This design comes from an exercise in tuning for small area on the open sky130 flow, not from production work. At most, simulation tests tie the RTL to the original design; equivalence was not proved.

==> run F: inputs <==
// icarus_core
module icarus_core(Clk, Rst, IM_Addr, IM_Data, DM_Addr, DM_Read, DM_WriteEn, DM_WriteData, DM_ReadData, WB_Enable, WB_Reg, WB_Data);
clock: 20.0 ns
lec_check: 0
cap_margin: 20
core_margin: 2
core_utilization: 45
cts_buf_list: sky130_fd_sc_hd__clkbuf_16
cts_cluster_diameter: 100
cts_cluster_size: 20
place_density: 0.55
slew_margin: 20
synth_hierarchical: 1
synth_minimum_keep_size: 0
standard.sh (not shown) runs the stock make flow with config.mk's settings and CLKGATE_MAP_FILE= SYNTH_SCRIPT=/design/flow/synth_recipe.tcl, a recipe that flattens the netlist after the stock synthesis.
==> flow/flow/run.sh <==
#!/bin/bash
# Standard layout flow; the port buffers use the smallest buffer cell.
set -e
export BUFFER_PORTS_ARGS="-buffer_cell sky130_fd_sc_hd__buf_1"
bash standard.sh > standard_flow.log 2>&1
==> run C (differences from run F) <==
--- a/flow/design.v
+++ b/flow/design.v
@@ -3417,14 +3417,24 @@
     end
     wire [31:0] rd1, rd2;
     rf_rdport rp1(.q(rf), .sel(sel_rs), .byp(byp_rs), .wd(w_data), .y(rd1));
     rf_rdport rp2(.q(rf), .sel(sel_rt), .byp(byp_rt), .wd(w_data), .y(rd2));
     wire idA_mem = m_rw & (m_dest == rs) & (rs != 5'd0);
     wire idB_mem = m_rw & (m_dest == rt) & (rt != 5'd0);
-    wire [31:0] id_a = idA_mem ? m_alu : rd1;
-    wire [31:0] id_b = idB_mem ? m_alu : (((op == 6'h01) & ~byp_rt) ? {27'd0, rt} : rd2);
+    wire [31:0] id_a, id_b;
+    wire bgz_c = (op == 6'h01) & ~byp_rt & ~idB_mem;
+    wire idB_r = ~idB_mem & ~bgz_c;
+    genvar gi;
+    generate for (gi = 0; gi < 32; gi = gi + 1) begin : idf
+        g_mux2 fa(.a(rd1[gi]), .b(m_alu[gi]), .s(idA_mem), .y(id_a[gi]));
+        if (gi < 5) begin : lo5
+            g_mux3 fb(.s0(idB_mem), .d0(m_alu[gi]), .s1(idB_r), .d1(rd2[gi]), .s2(bgz_c), .d2(rt[gi]), .y(id_b[gi]));
+        end else begin : hi27
+            g_ao22 fb(.a1(idB_mem), .a2(m_alu[gi]), .b1(idB_r), .b2(rd2[gi]), .y(id_b[gi]));
+        end
+    end endgenerate
     wire bc_eq = (id_a == id_b);
     wire [31:0] ltc;
     assign ltc[0] = 1'b0;
     genvar gl;
     generate for (gl = 0; gl < 31; gl = gl + 1) begin : ltch
         g_majn lm(.a(id_a[gl]), .b(id_b[gl]), .c(ltc[gl]), .y(ltc[gl+1]));
@@ -3531,14 +3541,20 @@
         e_bs <= op[1:0];
     end
     wire exA_mem = m_rw & (m_dest == e_rs) & (e_rs != 5'd0);
     wire exA_wb = w_rw & (w_dest == e_rs) & (e_rs != 5'd0);
     wire exB_mem = m_rw & (m_dest == e_rt) & (e_rt != 5'd0);
     wire exB_wb = w_rw & (w_dest == e_rt);
-    wire [31:0] A = exA_mem ? m_alu : (exA_wb ? w_data : e_rd1);
-    wire [31:0] FB = exB_mem ? m_alu : (exB_wb ? w_data : e_rd2);
+    wire [31:0] A, FB;
+    wire sA_m = exA_mem, sA_w = ~exA_mem & exA_wb, sA_r = ~exA_mem & ~exA_wb;
+    wire sB_m = exB_mem, sB_w = ~exB_mem & exB_wb, sB_r = ~exB_mem & ~exB_wb;
+    genvar gf;
+    generate for (gf = 0; gf < 32; gf = gf + 1) begin : fwd
+        g_mux3 ma(.s0(sA_m), .d0(m_alu[gf]), .s1(sA_w), .d1(w_data[gf]), .s2(sA_r), .d2(e_rd1[gf]), .y(A[gf]));
+        g_mux3 mb(.s0(sB_m), .d0(m_alu[gf]), .s1(sB_w), .d1(w_data[gf]), .s2(sB_r), .d2(e_rd2[gf]), .y(FB[gf]));
+    end endgenerate
     wire e_immcls = (e_cls <= C_XOR);
     wire e_sext = (e_cls <= C_SLTU);
     wire [31:0] SE = {e_sext ? {16{e_imm[15]}} : 16'd0, e_imm};
     wire [31:0] B = e_immcls ? SE : FB;
     wire [5:0] efn = e_imm[5:0];
     wire [4:0] esh = e_imm[10:6];
@@ -3610,19 +3626,27 @@
         if (hi_we) hi <= P[63:32];
         if (lo_we) lo <= P[31:0];
     end
     wire lo_en = f_add | f_sub | f_mul | f_movn | f_movz | f_mflo |
                  (f_sh & (~sh_right | sh_rot | (samt == 5'd0)));
     wire hi_en = f_mfhi | (f_sh & sh_right);
-    wire [31:0] logic_res = ({32{f_and}} & (A & B)) | ({32{f_or}} & (A | B)) |
-                            ({32{f_xor}} & (A ^ B)) | ({32{f_nor}} & ~(A | B));
+    wire lt0 = f_nor, lt1 = f_or | f_xor, lt3 = f_and | f_or;
+    wire [31:0] logic_res;
+    genvar gq;
+    generate for (gq = 0; gq < 32; gq = gq + 1) begin : lgc
+        g_mux4 lu(.d0(lt0), .d1(lt1), .d2(lt1), .d3(lt3), .s0(B[gq]), .s1(A[gq]), .y(logic_res[gq]));
+    end endgenerate
     wire se_h = f_se & (esh == 5'b11000);
     wire se_b = f_se & (esh == 5'b10000);
     wire [31:0] se_res = ({32{se_h}} & {{16{B[15]}}, B[15:0]}) | ({32{se_b}} & {{24{B[7]}}, B[7:0]});
-    wire [31:0] res = ({32{lo_en}} & P[31:0]) | ({32{hi_en}} & P[63:32]) | logic_res | se_res |
-                      {f_sra & B[31], 30'd0, (f_slt | f_sltu) & P[63]};
+    wire [31:0] res_x = logic_res | se_res | {f_sra & B[31], 30'd0, (f_slt | f_sltu) & P[63]};
+    wire [31:0] res;
+    genvar gr;
+    generate for (gr = 0; gr < 32; gr = gr + 1) begin : rsel
+        g_ao221 ra(.a1(lo_en), .a2(P[gr]), .b1(hi_en), .b2(P[gr+32]), .c(res_x[gr]), .y(res[gr]));
+    end endgenerate
     wire alu_rw = ~(f_mult | f_multu | f_mthi | f_mtlo | f_jr | f_madd | f_msub |
                     (f_movn & (B == 32'd0)) | (f_movz & (B != 32'd0)));
     always @(posedge Clk) begin
         if (Rst) begin
             m_rw <= 1'b0; m_mr <= 1'b0; m_mw <= 1'b0;
         end else begin
@@ -3649,28 +3673,29 @@
     end
     assign DM_WriteData[7:0] = m_wd[7:0];
     assign DM_WriteData[15:8] = (m_bs == 2'b00) ? m_wd[7:0] : m_wd[15:8];
     assign DM_WriteData[23:16] = (m_bs == 2'b11) ? m_wd[23:16] : m_wd[7:0];
     assign DM_WriteData[31:24] = (m_bs == 2'b11) ? m_wd[31:24] : ((m_bs == 2'b00) ? m_wd[7:0] : m_wd[15:8]);
     wire [31:0] word = DM_ReadData;
-    reg [31:0] ld;
-    always @(*) begin
-        ld = 32'd0;
-        case (m_bs)
-            2'b11: if (ma == 2'b00) ld = word;
-            2'b00: case (ma)
-                2'b00: ld = {{24{word[7]}}, word[7:0]};
-                2'b01: ld = {{24{word[15]}}, word[15:8]};
-                2'b10: ld = {{24{word[15]}}, word[23:16]};
-                default: ld = {{24{word[15]}}, word[31:24]};
-            endcase
-            2'b01: if (ma == 2'b00) ld = {{16{word[15]}}, word[15:0]};
-                   else if (ma == 2'b10) ld = {{16{word[15]}}, word[31:16]};
-            default: ld = 32'd0;
-        endcase
-    end
+    wire ld_b = (m_bs == 2'b00), ld_h = (m_bs == 2'b01), ld_w = m_bs[1];
+    wire ld_ok = ld_b | (ld_h & ~ma[0]) | (ma == 2'b00);
+    wire [1:0] lane = ld_b ? ma : {ld_h & ma[1], 1'b0};
+    wire ld_sgn = (ld_b & (ma == 2'b00)) ? word[7] : word[15];
+    wire [31:0] ld;
+    genvar gm;
+    generate for (gm = 0; gm < 8; gm = gm + 1) begin : ldlo
+        wire t;
+        g_mux4 lm(.d0(word[gm]), .d1(word[8+gm]), .d2(word[16+gm]), .d3(word[24+gm]), .s0(lane[0]), .s1(lane[1]), .y(t));
+        assign ld[gm] = ld_ok & t;
+    end endgenerate
+    generate for (gm = 8; gm < 16; gm = gm + 1) begin : ldmid
+        assign ld[gm] = ld_ok & (ld_b ? ld_sgn : (lane[1] ? word[16+gm] : word[gm]));
+    end endgenerate
+    generate for (gm = 16; gm < 32; gm = gm + 1) begin : ldhi
+        assign ld[gm] = ld_ok & (ld_w ? word[gm] : ld_sgn);
+    end endgenerate
     always @(posedge Clk) begin
         if (Rst) w_rw <= 1'b0;
         else w_rw <= m_rw;
         w_data <= m_mr ? ld : m_alu;
         w_dest <= m_dest;
     end
@@ -3698,6 +3723,31 @@
 endmodule
 module g_majn(a, b, c, y);
     input a, b, c;
     output y;
     assign y = (~a & b) | (~a & c) | (b & c);
 endmodule
+module g_mux3(s0, d0, s1, d1, s2, d2, y);
+    input s0, d0, s1, d1, s2, d2;
+    output y;
+    assign y = (s0 & d0) | (s1 & d1) | (s2 & d2);
+endmodule
+module g_ao221(a1, a2, b1, b2, c, y);
+    input a1, a2, b1, b2, c;
+    output y;
+    assign y = (a1 & a2) | (b1 & b2) | c;
+endmodule
+module g_mux4(d0, d1, d2, d3, s0, s1, y);
+    input d0, d1, d2, d3, s0, s1;
+    output y;
+    assign y = s1 ? (s0 ? d3 : d2) : (s0 ? d1 : d0);
+endmodule
+module g_mux2(a, b, s, y);
+    input a, b, s;
+    output y;
+    assign y = s ? b : a;
+endmodule
+module g_ao22(a1, a2, b1, b2, y);
+    input a1, a2, b1, b2;
+    output y;
+    assign y = (a1 & a2) | (b1 & b2);
+endmodule
==> flow/run.sh (new file) <==
#!/bin/bash
# synth_recipe.tcl (not shown) runs the flow's synth.tcl, then flattens the netlist and writes it again
# the make line also repeats each setting of config.mk as NAME=value (left out here)
make -C /OpenROAD-flow-scripts/flow DESIGN_CONFIG=/design/flow/config.mk WORK_HOME=/design/flow/orfs CLKGATE_MAP_FILE= SYNTH_SCRIPT=/design/flow/synth_recipe.tcl finish
removed: flow/flow/run.sh
removed: flow/standard.sh
==> run R (differences from run F) <==
--- a/flow/design.v
+++ b/flow/design.v
@@ -3531,14 +3531,20 @@
         e_bs <= op[1:0];
     end
     wire exA_mem = m_rw & (m_dest == e_rs) & (e_rs != 5'd0);
     wire exA_wb = w_rw & (w_dest == e_rs) & (e_rs != 5'd0);
     wire exB_mem = m_rw & (m_dest == e_rt) & (e_rt != 5'd0);
     wire exB_wb = w_rw & (w_dest == e_rt);
-    wire [31:0] A = exA_mem ? m_alu : (exA_wb ? w_data : e_rd1);
-    wire [31:0] FB = exB_mem ? m_alu : (exB_wb ? w_data : e_rd2);
+    wire [31:0] A, FB;
+    wire sA_m = exA_mem, sA_w = ~exA_mem & exA_wb, sA_r = ~exA_mem & ~exA_wb;
+    wire sB_m = exB_mem, sB_w = ~exB_mem & exB_wb, sB_r = ~exB_mem & ~exB_wb;
+    genvar gf;
+    generate for (gf = 0; gf < 32; gf = gf + 1) begin : fwd
+        g_mux3 ma(.s0(sA_m), .d0(m_alu[gf]), .s1(sA_w), .d1(w_data[gf]), .s2(sA_r), .d2(e_rd1[gf]), .y(A[gf]));
+        g_mux3 mb(.s0(sB_m), .d0(m_alu[gf]), .s1(sB_w), .d1(w_data[gf]), .s2(sB_r), .d2(e_rd2[gf]), .y(FB[gf]));
+    end endgenerate
     wire e_immcls = (e_cls <= C_XOR);
     wire e_sext = (e_cls <= C_SLTU);
     wire [31:0] SE = {e_sext ? {16{e_imm[15]}} : 16'd0, e_imm};
     wire [31:0] B = e_immcls ? SE : FB;
     wire [5:0] efn = e_imm[5:0];
     wire [4:0] esh = e_imm[10:6];
@@ -3610,19 +3616,27 @@
         if (hi_we) hi <= P[63:32];
         if (lo_we) lo <= P[31:0];
     end
     wire lo_en = f_add | f_sub | f_mul | f_movn | f_movz | f_mflo |
                  (f_sh & (~sh_right | sh_rot | (samt == 5'd0)));
     wire hi_en = f_mfhi | (f_sh & sh_right);
-    wire [31:0] logic_res = ({32{f_and}} & (A & B)) | ({32{f_or}} & (A | B)) |
-                            ({32{f_xor}} & (A ^ B)) | ({32{f_nor}} & ~(A | B));
+    wire lt0 = f_nor, lt1 = f_or | f_xor, lt3 = f_and | f_or;
+    wire [31:0] logic_res;
+    genvar gq;
+    generate for (gq = 0; gq < 32; gq = gq + 1) begin : lgc
+        g_mux4 lu(.d0(lt0), .d1(lt1), .d2(lt1), .d3(lt3), .s0(B[gq]), .s1(A[gq]), .y(logic_res[gq]));
+    end endgenerate
     wire se_h = f_se & (esh == 5'b11000);
     wire se_b = f_se & (esh == 5'b10000);
     wire [31:0] se_res = ({32{se_h}} & {{16{B[15]}}, B[15:0]}) | ({32{se_b}} & {{24{B[7]}}, B[7:0]});
-    wire [31:0] res = ({32{lo_en}} & P[31:0]) | ({32{hi_en}} & P[63:32]) | logic_res | se_res |
-                      {f_sra & B[31], 30'd0, (f_slt | f_sltu) & P[63]};
+    wire [31:0] res_x = logic_res | se_res | {f_sra & B[31], 30'd0, (f_slt | f_sltu) & P[63]};
+    wire [31:0] res;
+    genvar gr;
+    generate for (gr = 0; gr < 32; gr = gr + 1) begin : rsel
+        g_ao221 ra(.a1(lo_en), .a2(P[gr]), .b1(hi_en), .b2(P[gr+32]), .c(res_x[gr]), .y(res[gr]));
+    end endgenerate
     wire alu_rw = ~(f_mult | f_multu | f_mthi | f_mtlo | f_jr | f_madd | f_msub |
                     (f_movn & (B == 32'd0)) | (f_movz & (B != 32'd0)));
     always @(posedge Clk) begin
         if (Rst) begin
             m_rw <= 1'b0; m_mr <= 1'b0; m_mw <= 1'b0;
         end else begin
@@ -3698,6 +3712,21 @@
 endmodule
 module g_majn(a, b, c, y);
     input a, b, c;
     output y;
     assign y = (~a & b) | (~a & c) | (b & c);
 endmodule
+module g_mux3(s0, d0, s1, d1, s2, d2, y);
+    input s0, d0, s1, d1, s2, d2;
+    output y;
+    assign y = (s0 & d0) | (s1 & d1) | (s2 & d2);
+endmodule
+module g_ao221(a1, a2, b1, b2, c, y);
+    input a1, a2, b1, b2, c;
+    output y;
+    assign y = (a1 & a2) | (b1 & b2) | c;
+endmodule
+module g_mux4(d0, d1, d2, d3, s0, s1, y);
+    input d0, d1, d2, d3, s0, s1;
+    output y;
+    assign y = s1 ? (s0 ? d3 : d2) : (s0 ? d1 : d0);
+endmodule
==> run X (differences from run F) <==
--- a/flow/design.v
+++ b/flow/design.v
@@ -3531,14 +3531,20 @@
         e_bs <= op[1:0];
     end
     wire exA_mem = m_rw & (m_dest == e_rs) & (e_rs != 5'd0);
     wire exA_wb = w_rw & (w_dest == e_rs) & (e_rs != 5'd0);
     wire exB_mem = m_rw & (m_dest == e_rt) & (e_rt != 5'd0);
     wire exB_wb = w_rw & (w_dest == e_rt);
-    wire [31:0] A = exA_mem ? m_alu : (exA_wb ? w_data : e_rd1);
-    wire [31:0] FB = exB_mem ? m_alu : (exB_wb ? w_data : e_rd2);
+    wire [31:0] A, FB;
+    wire sA_m = exA_mem, sA_w = ~exA_mem & exA_wb, sA_r = ~exA_mem & ~exA_wb;
+    wire sB_m = exB_mem, sB_w = ~exB_mem & exB_wb, sB_r = ~exB_mem & ~exB_wb;
+    genvar gf;
+    generate for (gf = 0; gf < 32; gf = gf + 1) begin : fwd
+        g_mux3 ma(.s0(sA_m), .d0(m_alu[gf]), .s1(sA_w), .d1(w_data[gf]), .s2(sA_r), .d2(e_rd1[gf]), .y(A[gf]));
+        g_mux3 mb(.s0(sB_m), .d0(m_alu[gf]), .s1(sB_w), .d1(w_data[gf]), .s2(sB_r), .d2(e_rd2[gf]), .y(FB[gf]));
+    end endgenerate
     wire e_immcls = (e_cls <= C_XOR);
     wire e_sext = (e_cls <= C_SLTU);
     wire [31:0] SE = {e_sext ? {16{e_imm[15]}} : 16'd0, e_imm};
     wire [31:0] B = e_immcls ? SE : FB;
     wire [5:0] efn = e_imm[5:0];
     wire [4:0] esh = e_imm[10:6];
@@ -3610,19 +3616,27 @@
         if (hi_we) hi <= P[63:32];
         if (lo_we) lo <= P[31:0];
     end
     wire lo_en = f_add | f_sub | f_mul | f_movn | f_movz | f_mflo |
                  (f_sh & (~sh_right | sh_rot | (samt == 5'd0)));
     wire hi_en = f_mfhi | (f_sh & sh_right);
-    wire [31:0] logic_res = ({32{f_and}} & (A & B)) | ({32{f_or}} & (A | B)) |
-                            ({32{f_xor}} & (A ^ B)) | ({32{f_nor}} & ~(A | B));
+    wire lt0 = f_nor, lt1 = f_or | f_xor, lt3 = f_and | f_or;
+    wire [31:0] logic_res;
+    genvar gq;
+    generate for (gq = 0; gq < 32; gq = gq + 1) begin : lgc
+        g_mux4 lu(.d0(lt0), .d1(lt1), .d2(lt1), .d3(lt3), .s0(B[gq]), .s1(A[gq]), .y(logic_res[gq]));
+    end endgenerate
     wire se_h = f_se & (esh == 5'b11000);
     wire se_b = f_se & (esh == 5'b10000);
     wire [31:0] se_res = ({32{se_h}} & {{16{B[15]}}, B[15:0]}) | ({32{se_b}} & {{24{B[7]}}, B[7:0]});
-    wire [31:0] res = ({32{lo_en}} & P[31:0]) | ({32{hi_en}} & P[63:32]) | logic_res | se_res |
-                      {f_sra & B[31], 30'd0, (f_slt | f_sltu) & P[63]};
+    wire [31:0] res_x = logic_res | se_res | {f_sra & B[31], 30'd0, (f_slt | f_sltu) & P[63]};
+    wire [31:0] res;
+    genvar gr;
+    generate for (gr = 0; gr < 32; gr = gr + 1) begin : rsel
+        g_ao221 ra(.a1(lo_en), .a2(P[gr]), .b1(hi_en), .b2(P[gr+32]), .c(res_x[gr]), .y(res[gr]));
+    end endgenerate
     wire alu_rw = ~(f_mult | f_multu | f_mthi | f_mtlo | f_jr | f_madd | f_msub |
                     (f_movn & (B == 32'd0)) | (f_movz & (B != 32'd0)));
     always @(posedge Clk) begin
         if (Rst) begin
             m_rw <= 1'b0; m_mr <= 1'b0; m_mw <= 1'b0;
         end else begin
@@ -3698,6 +3712,21 @@
 endmodule
 module g_majn(a, b, c, y);
     input a, b, c;
     output y;
     assign y = (~a & b) | (~a & c) | (b & c);
 endmodule
+module g_mux3(s0, d0, s1, d1, s2, d2, y);
+    input s0, d0, s1, d1, s2, d2;
+    output y;
+    assign y = (s0 & d0) | (s1 & d1) | (s2 & d2);
+endmodule
+module g_ao221(a1, a2, b1, b2, c, y);
+    input a1, a2, b1, b2, c;
+    output y;
+    assign y = (a1 & a2) | (b1 & b2) | c;
+endmodule
+module g_mux4(d0, d1, d2, d3, s0, s1, y);
+    input d0, d1, d2, d3, s0, s1;
+    output y;
+    assign y = s1 ? (s0 ? d3 : d2) : (s0 ? d1 : d0);
+endmodule
==> flow/run.sh (new file) <==
#!/bin/bash
# synth_recipe.tcl (not shown) runs the flow's synth.tcl, then flattens the netlist and writes it again
# the make line also repeats each setting of config.mk as NAME=value (left out here)
make -C /OpenROAD-flow-scripts/flow DESIGN_CONFIG=/design/flow/config.mk WORK_HOME=/design/flow/orfs CLKGATE_MAP_FILE= SYNTH_SCRIPT=/design/flow/synth_recipe.tcl finish
removed: flow/flow/run.sh
removed: flow/standard.sh
==> impl_metrics.csv <==
group,metric,value,unit
worst_setup_path,cp_max_fo,36,
worst_setup_path,worst_ep_required_time,20.66,ns
place,placedCellCount,9112,
worst_setup_path,r2r_end,"f_ins[31]",
place,dp_slack,3.32,ns
min_path,hold-path-endpoint,"e_imm[11]",
synth,synth_xor_area_share,7.65,%
finish,stdcell_count,9299,
synth,syn_inst,6305,
outcome,outcome,"complete, no violations",
synth,synthSimpleGateAreaFrac,6.98,%
synth,yosys-top-cells-count,"edfxtp_1, a222oi_1, xor2_1",
finish,nFillCells,15894,
worst_setup_path,critical_path_buf_inv_count,4,
floorplanning,dieHeight,434,um
(the above is from run C)
==> impl_metrics.csv <==
group,metric,value,unit
outcome,outcome,"complete, no violations",
min_path,hold-path-endpoint,"m_bs[1]",
synth,syn_inst,6664,
finish,stdcell_count,9628,
worst_setup_path,critical_path_buf_inv_count,0,
synth,synth_xor_area_share,7.60,%
floorplanning,dieHeight,439,um
synth,yosys-top-cells-count,"edfxtp_1, a222oi_1, xor2_1",
worst_setup_path,worst_ep_required_time,20.61,ns
place,dp_slack,2.34,ns
worst_setup_path,cp_max_fo,32,
synth,synthSimpleGateAreaFrac,7.64,%
place,placedCellCount,9466,
(the above is from run X)
==> impl_metrics.csv <==
group,metric,value,unit
outcome,outcome,"complete, no violations",
finish,nFillCells,16531,
global_routing,grtUsageMet2,62.1,%
finish,stdcell_count,9627,
place,dp_slack,2.35,ns
worst_setup_path,r2r_end,"pc[2]",
floorplanning,dieHeight,439,um
min_path,hold-path-endpoint,"m_bs[1]",
synth,yosys-top-cells-count,"edfxtp_1, a222oi_1, xor2_1",
worst_setup_path,cp_max_fo,32,
synth,syn_inst,6664,
synth,synthSimpleGateAreaFrac,7.64,%
worst_setup_path,worst_ep_required_time,20.61,ns
worst_setup_path,critical_path_buf_inv_count,0,
(the above is from run R)
==> impl_metrics.csv <==
group,metric,value,unit
outcome,outcome,"complete, no violations",
worst_setup_path,worst_ep_required_time,20.62,ns
worst_setup_path,critical_path_buf_inv_count,4,
worst_setup_path,cp_max_fo,37,
place,placedCellCount,9769,
synth,yosys-top-cells-count,"edfxtp_1, a222oi_1, o22ai_1",
min_path,hold-path-endpoint,"m_bs[1]",
synth,synth_xor_area_share,7.26,%
(the above is from run F)
Function not checked in run F: the RTL went through the layout flow alone.

[what the ideal ports hide]
How much do the figures lean on ideal ports? The routed layouts below were timed once more, with nothing changed but the port constraints.
Step 1: set_driving_cell puts a clkbuf_16 on Clk and a buf_2 on each other input, an assumption about the parent block.
Step 2 also shifts input and output timing later by t, the mid clock arrival at the registers, as if the neighbouring blocks saw the same clock.
Three values: ideal ports, drivers, drivers and shift; two values: the first two.
run	t (ns)	slack for setup (ns)	hold slack, ns	slew at the worst register clock pin (ns)	worst slew at a driven data input, ns
run F	0.805	2.466 / 2.466 / 2.466	0.332 / 0.332 / 0.332	0.10 / 0.10	0.08
run C	0.804	3.082 / 3.082 / 3.082	0.422 / 0.422 / 0.422	0.10 / 0.10	0.05
run R	0.821	2.072 / 2.072 / 2.072	0.345 / 0.345 / 0.345	0.10 / 0.10	0.08
run X	0.816	2.081 / 2.081 / 2.081	0.329 / 0.329 / 0.329	0.10 / 0.10	0.06
After both steps setup and hold are still met in every run listed.
